Background: an optimization exercise with open tools, aiming at small area. Do not read the settings as production practice.
In this exercise RTL edits were held to simulation tests only and were not proved equivalent to the original.
Power figures rest on the tool's default switching activity, not on a simulated workload.

Setup of run 1:
// danmaku_engine
module danmaku_engine(
    input wire clk,
    input wire rst,
    input wire tick,
    input wire key_valid,
    input wire [7:0] key_code,
    input wire [2:0] rnd,
    input wire [3:0] rd_sel,
    output wire [1:0] game_state,
    output wire [8:0] bird_y,
    output wire [2:0] bird_state,
    output wire [1:0] bird_anim,
    output wire [31:0] score_bcd,
    output reg [22:0] rd_data
    );
Size in the first run: ~1,800 cells after synthesis, roughly 90 I/O pins.
==> flow/config.mk <==
export PLATFORM = sky130hd
export DESIGN_NAME = danmaku_engine
export DESIGN_NICKNAME = danmaku_engine
export VERILOG_FILES = /design/flow/design.v
export SDC_FILE = /design/flow/constraint.sdc
export NUM_CORES = 4
export LEC_CHECK = 0
export ABC_AREA = 1
export CAP_MARGIN = 0
export CORE_MARGIN = 2
export CORE_UTILIZATION = 40
export GPL_TIMING_DRIVEN = 0
export PLACE_DENSITY = 0.6
export SLEW_MARGIN = 0
==> flow/constraint.sdc <==
create_clock -name core_clock -period 60.0 [get_ports {clk}]
set_input_delay 12.0000 -clock core_clock [delete_from_list [all_inputs] [get_ports {clk}]]
set_output_delay 12.0000 -clock core_clock [all_outputs]
set_load 0.01 [all_outputs]
standard.sh (not shown) runs the stock make flow with config.mk's settings and CLKGATE_MAP_FILE= SYNTH_SCRIPT=/design/flow/synth_recipe.tcl, a recipe that flattens the netlist after the stock synthesis.
==> flow/flow/run.sh <==
#!/bin/bash
# The standard ORFS layout (standard.sh) with these changes:
#  - synthesis maps the logic with an area-oriented ABC script
#    (flow/abc_area.script, used through ABC_AREA=1); everything else in
#    synthesis, and so every register, is as in the standard synthesis;
#  - adders are left to ABC (no ADDER_MAP_FILE half/full-adder cells);
#  - ports are buffered with buf_1 cells;
#  - the clock tree is built from clkbuf_8 cells without dummy loads.
# make's output goes to standard.log; ORFS keeps each tool's log under
# orfs/logs.
set -euo pipefail
here=$(pwd)
rm -rf "$here/scripts_mod"
cp -r "$FLOW_HOME/scripts" "$here/scripts_mod"
cp "$here/flow/abc_area.script" "$here/scripts_mod/abc_area.script"
export SCRIPTS_DIR="$here/scripts_mod"
export ADDER_MAP_FILE=""
export BUFFER_PORTS_ARGS="-buffer_cell sky130_fd_sc_hd__buf_1"
export CTS_ARGS="-sink_clustering_enable -repair_clock_nets -dont_use_dummy_load -buf_list sky130_fd_sc_hd__clkbuf_8 -root_buf sky130_fd_sc_hd__clkbuf_8 -sink_clustering_size 16 -sink_clustering_max_diameter 60"
bash standard.sh > standard.log 2>&1
==> flow/flow/abc_area.script <==
strash
&get -n
&deepsyn -T 30
&dch -f
&nf -R 1000 -p -a
&put
topo
stime -c
What run 2 does differently from run 1 at the input level:
- SLEW_MARGIN now 20, was 0
- GPL_TIMING_DRIVEN no longer set, was 0
- CAP_MARGIN now 20, was 0
### Flow results
Compared with run 1, run 2 shows a lower number of buffers inserted during clock tree synthesis. On clock network contribution to total cell area, run 1 and run 2 are basically level. Changes observed in run 2 relative to run 1: first-pass GRT wire length +about 1.8%; multi-input combinational cell area -46 µm²; post-route clock skew -21 ps. As far as sum of internal, switching and leakage power is concerned, run 1 and run 2 perform about the same. For run 1, the slowest library cell on the worst path was nor2_4, unlike run 2, where it was or3_1. Run 2 — global-route usage 0.58 points higher, run 1 as reference.
--- input diff run 2..run 3 ---
- GPL_TIMING_DRIVEN newly set to 0
- Run 3 completed; timing, DRC and antenna clean
- Diff run 2 -> run 3: clock network fraction of total power about even, power rose 0.50%, routed length on met2 fell 440 µm.
- Number of cells in the design after placement for run 3: 15 down relative to run 2
- Internal power component in run 3 is about 1% above run 2.

---

## trial 28
Another version of the RTL of danmaku_engine (not shown whole).
For scale: roughly 430 flip-flops, ~17000 um^2 of cells after synthesis.
Settings: LEC_CHECK=0, ABC_AREA=1, CAP_MARGIN=0, CORE_MARGIN=2, CORE_UTILIZATION=40, GPL_TIMING_DRIVEN=0, PLACE_DENSITY=0.6, SLEW_MARGIN=0; clock period 60.0 ns.
==> flow/flow/abc_area.script <==
strash
&get -n
&deepsyn -T 300
&dch -f
&nf -R 1000 -p -a
&put
topo
stime -c
Scripts as last shown in full above: flow/flow/run.sh
## Diff of input files: build 8 against trial 28
- changing CORE_UTILIZATION from 40 to 60
- changing PLACE_DENSITY from 0.6 to 0.75
==> results.txt <==
- On build 8: first-pass iteration count of the detailed router is 2 lower than what trial 28 gave.
- Depth of the worst register-to-register path (trial 28 / build 8): 1.3
- Going from trial 28 to build 8, global-route track usage on met3 rose by 2.3 points; count of buffers inserted at the top-level ports level; post-route clock period utilization increased 0.73 points.
- Comparing trial 28 against build 8, there is no change at all in leftover overflow at the end of global routing.
- Looking at build 8 and trial 28, the via count is a wash.
- When build 8 is measured against trial 28, its proportion of cell area occupied by registers turns out 0.58 points higher.
- Going from trial 28 to build 8, non-clock buffer count shrinks by 2.0%.
- For clock tree buffer count of the final layout, trial 28 and build 8 come out practically identical.
- Build 8 reports a lower upper clock frequency limit than trial 28 does.

---

danmaku_engine, a different RTL version from the one above (not shown whole).
Size: about 2700 cells after synthesis, ~22000 sq um of cells after synthesis.
export LEC_CHECK = 0
export ABC_AREA = 1
export CAP_MARGIN = 20
export CORE_MARGIN = 2
export CORE_UTILIZATION = 40
export PLACE_DENSITY = 0.6
export SLEW_MARGIN = 20
create_clock -name core_clock -period 60.0 [get_ports {clk}]
==> flow/flow/run.sh <==
#!/bin/bash
# Standard ORFS layout, with smaller port buffers and a clock tree of
# clkbuf_8 cells without dummy loads. Each tool's output is kept in
# standard.log (make and ORFS) and ORFS's own logs under orfs/logs.
set -euo pipefail
export BUFFER_PORTS_ARGS="-buffer_cell sky130_fd_sc_hd__buf_1"
export CTS_ARGS="-sink_clustering_enable -repair_clock_nets -dont_use_dummy_load -buf_list sky130_fd_sc_hd__clkbuf_8 -root_buf sky130_fd_sc_hd__clkbuf_8 -sink_clustering_size 16 -sink_clustering_max_diameter 60"
bash standard.sh > standard.log 2>&1
Then changed:
==> flow/flow/run.sh (replaced) <==
#!/bin/bash
# The standard ORFS layout (standard.sh) with three changes:
#  - synthesis maps the logic with an area-oriented ABC script
#    (flow/abc_area.script, used through ABC_AREA=1); everything else in
#    synthesis, and so every register, is as in the standard synthesis;
#  - adders are left to ABC (no ADDER_MAP_FILE half/full-adder cells);
#  - ports are buffered with buf_1 cells;
#  - the clock tree is built from clkbuf_8 cells without dummy loads.
# make's output goes to standard.log; ORFS keeps each tool's log under
# orfs/logs.
set -euo pipefail
here=$(pwd)
rm -rf "$here/scripts_mod"
cp -r "$FLOW_HOME/scripts" "$here/scripts_mod"
cp "$here/flow/abc_area.script" "$here/scripts_mod/abc_area.script"
export SCRIPTS_DIR="$here/scripts_mod"
export ADDER_MAP_FILE=""
export BUFFER_PORTS_ARGS="-buffer_cell sky130_fd_sc_hd__buf_1"
export CTS_ARGS="-sink_clustering_enable -repair_clock_nets -dont_use_dummy_load -buf_list sky130_fd_sc_hd__clkbuf_8 -root_buf sky130_fd_sc_hd__clkbuf_8 -sink_clustering_size 16 -sink_clustering_max_diameter 60"
bash standard.sh > standard.log 2>&1
==> flow/flow/abc_area.script (new file) <==
strash
&get -n
&deepsyn -T 30
&dch -f
&nf -R 1000 -p -a
&put
topo
stime -c
After rerunning: The new run produced a clean layout; die area fell by 19%; area after synthesis shrinks by 19%; power drops by 8.3%; register-to-register slack loses 0.07 ns; count of clock-buffer cells in the layout falls by 1; wire length decreases by 23%; sequential power hardly moves.
Then changed:
==> flow/run.sh (new file) <==
#!/bin/bash
# synth_recipe.tcl (not shown) runs the flow's synth.tcl, then flattens the netlist and writes it again
# the make line also repeats each setting of config.mk as NAME=value (left out here)
make -C /OpenROAD-flow-scripts/flow DESIGN_CONFIG=/design/flow/config.mk WORK_HOME=/design/flow/orfs CLKGATE_MAP_FILE= SYNTH_SCRIPT=/design/flow/synth_recipe.tcl finish
removed: flow/flow/run.sh
removed: flow/flow/abc_area.script
removed: flow/standard.sh
The changed run completed without violations.
Non-clock buffer count went down by 5.
Total power went up by 41%.
Fmax is lower by 9.9%.
Synthesized area goes up by 24%.
Wire length came out higher by 32%.
Design area climbs by 29%.
Then changed:
==> flow/flow/run.sh (new file) <==
#!/bin/bash
# Standard ORFS layout, with smaller port buffers and a clock tree of
# clkbuf_4 cells without dummy loads. Each tool's output is kept in
# standard.log (make and ORFS) and ORFS's own logs under orfs/logs.
set -euo pipefail
export BUFFER_PORTS_ARGS="-buffer_cell sky130_fd_sc_hd__buf_1"
export CTS_ARGS="-sink_clustering_enable -repair_clock_nets -dont_use_dummy_load -buf_list sky130_fd_sc_hd__clkbuf_4 -root_buf sky130_fd_sc_hd__clkbuf_8 -sink_clustering_size 10 -sink_clustering_max_diameter 40"
bash standard.sh > standard.log 2>&1
==> flow/standard.sh (new file) <==
#!/bin/bash
# synth_recipe.tcl (not shown) runs the flow's synth.tcl, then flattens the netlist and writes it again
# the make line also repeats each setting of config.mk as NAME=value (left out here)
make -C /OpenROAD-flow-scripts/flow DESIGN_CONFIG=/design/flow/config.mk WORK_HOME=/design/flow/orfs CLKGATE_MAP_FILE= SYNTH_SCRIPT=/design/flow/synth_recipe.tcl "${@:-finish}"
removed: flow/run.sh
Design area decreases by 6.6%.
Routed wire length decreases by 1.2%.
Via count stays flat.
Non-clock buffer count shrinks by 1.
Critical path depth does not change.
Utilization came out lower by 3.1 points.
Then changed:
==> flow/flow/run.sh (replaced) <==
#!/bin/bash
# The standard ORFS layout (standard.sh) with three changes:
#  - synthesis maps the logic with an area-oriented ABC script
#    (flow/abc_area.script, used through ABC_AREA=1); everything else in
#    synthesis, and so every register, is as in the standard synthesis;
#  - ports are buffered with buf_1 cells;
#  - the clock tree is built from clkbuf_8 cells without dummy loads.
# make's output goes to standard.log; ORFS keeps each tool's log under
# orfs/logs.
set -euo pipefail
here=$(pwd)
rm -rf "$here/scripts_mod"
cp -r "$FLOW_HOME/scripts" "$here/scripts_mod"
cp "$here/flow/abc_area.script" "$here/scripts_mod/abc_area.script"
export SCRIPTS_DIR="$here/scripts_mod"
export BUFFER_PORTS_ARGS="-buffer_cell sky130_fd_sc_hd__buf_1"
export CTS_ARGS="-sink_clustering_enable -repair_clock_nets -dont_use_dummy_load -buf_list sky130_fd_sc_hd__clkbuf_8 -root_buf sky130_fd_sc_hd__clkbuf_8 -sink_clustering_size 16 -sink_clustering_max_diameter 60"
bash standard.sh > standard.log 2>&1
==> flow/flow/abc_area.script (new file) <==
strash
&get -n
&deepsyn -T 30
&dch -f
&nf -R 1000 -p -a
&put
topo
stime -c
Outcome: The changed run completed without violations; global-route usage is lower by 2.2 points; die area is lower by 11%; hold slack is worse by 0.015 ns; count of clock-buffer cells in the layout is lower by 32; design area is lower by 9.1%; power is lower by 3.3%; wire length is lower by 19%; combinational power is lower by 14%; synthesized area is lower by 11%; core utilization is higher by 0.98 points.

-- what the ideal ports hide --
The results above use ideal ports. As a check the final layouts listed here were re-extracted and re-timed, cells and wires unchanged.
Step 1 (the two cells are an assumption about what drives the block):
set clk [get_ports {clk}]
set_driving_cell -lib_cell sky130_fd_sc_hd__clkbuf_16 $clk
set_driving_cell -lib_cell sky130_fd_sc_hd__buf_2 [delete_from_list [all_inputs] $clk]
Step 2, shift: input delay + t, output delay - t, t = (earliest + latest rising clock arrival at the registers) / 2. This alone moves slack from input paths to output paths.
a / b / c = ideal / step 1 / step 2; a / b = the first two.
run	t (ns)	setup WS [ns]	worst setup path after step 2	latest minus earliest clock arrival (ns)
run 1	0.631	31.475 / 31.452 / 31.452	input to output	0.079 / 0.080
run 2	0.639	31.503 / 31.466 / 31.466	input to output	0.061 / 0.062
run 3	0.625	31.456 / 31.427 / 31.427	input to output	0.104 / 0.103
trial 28	0.613	31.252 / 31.229 / 31.229	input to output	0.101 / 0.101
build 8	0.578	30.813 / 30.792 / 30.792	input to output	0.104 / 0.104
the first run of note 3	0.670	29.045 / 28.988 / 28.988	input to output	0.058 / 0.058
the second run of note 3	0.647	31.524 / 31.471 / 31.471	input to output	0.090 / 0.090
the third run of note 3	0.653	28.393 / 28.343 / 28.343	input to output	0.023 / 0.023
the fourth run of note 3	0.681	29.046 / 28.989 / 28.989	input to output	0.105 / 0.105
the fifth run of note 3	0.657	29.234 / 29.149 / 29.149	input to output	0.123 / 0.123
After both steps setup and hold are still met in every run listed. The setup slack of the fifth run of note 3, which loses most, moves by -0.085 ns with the drivers and by -0.085 ns with both steps.
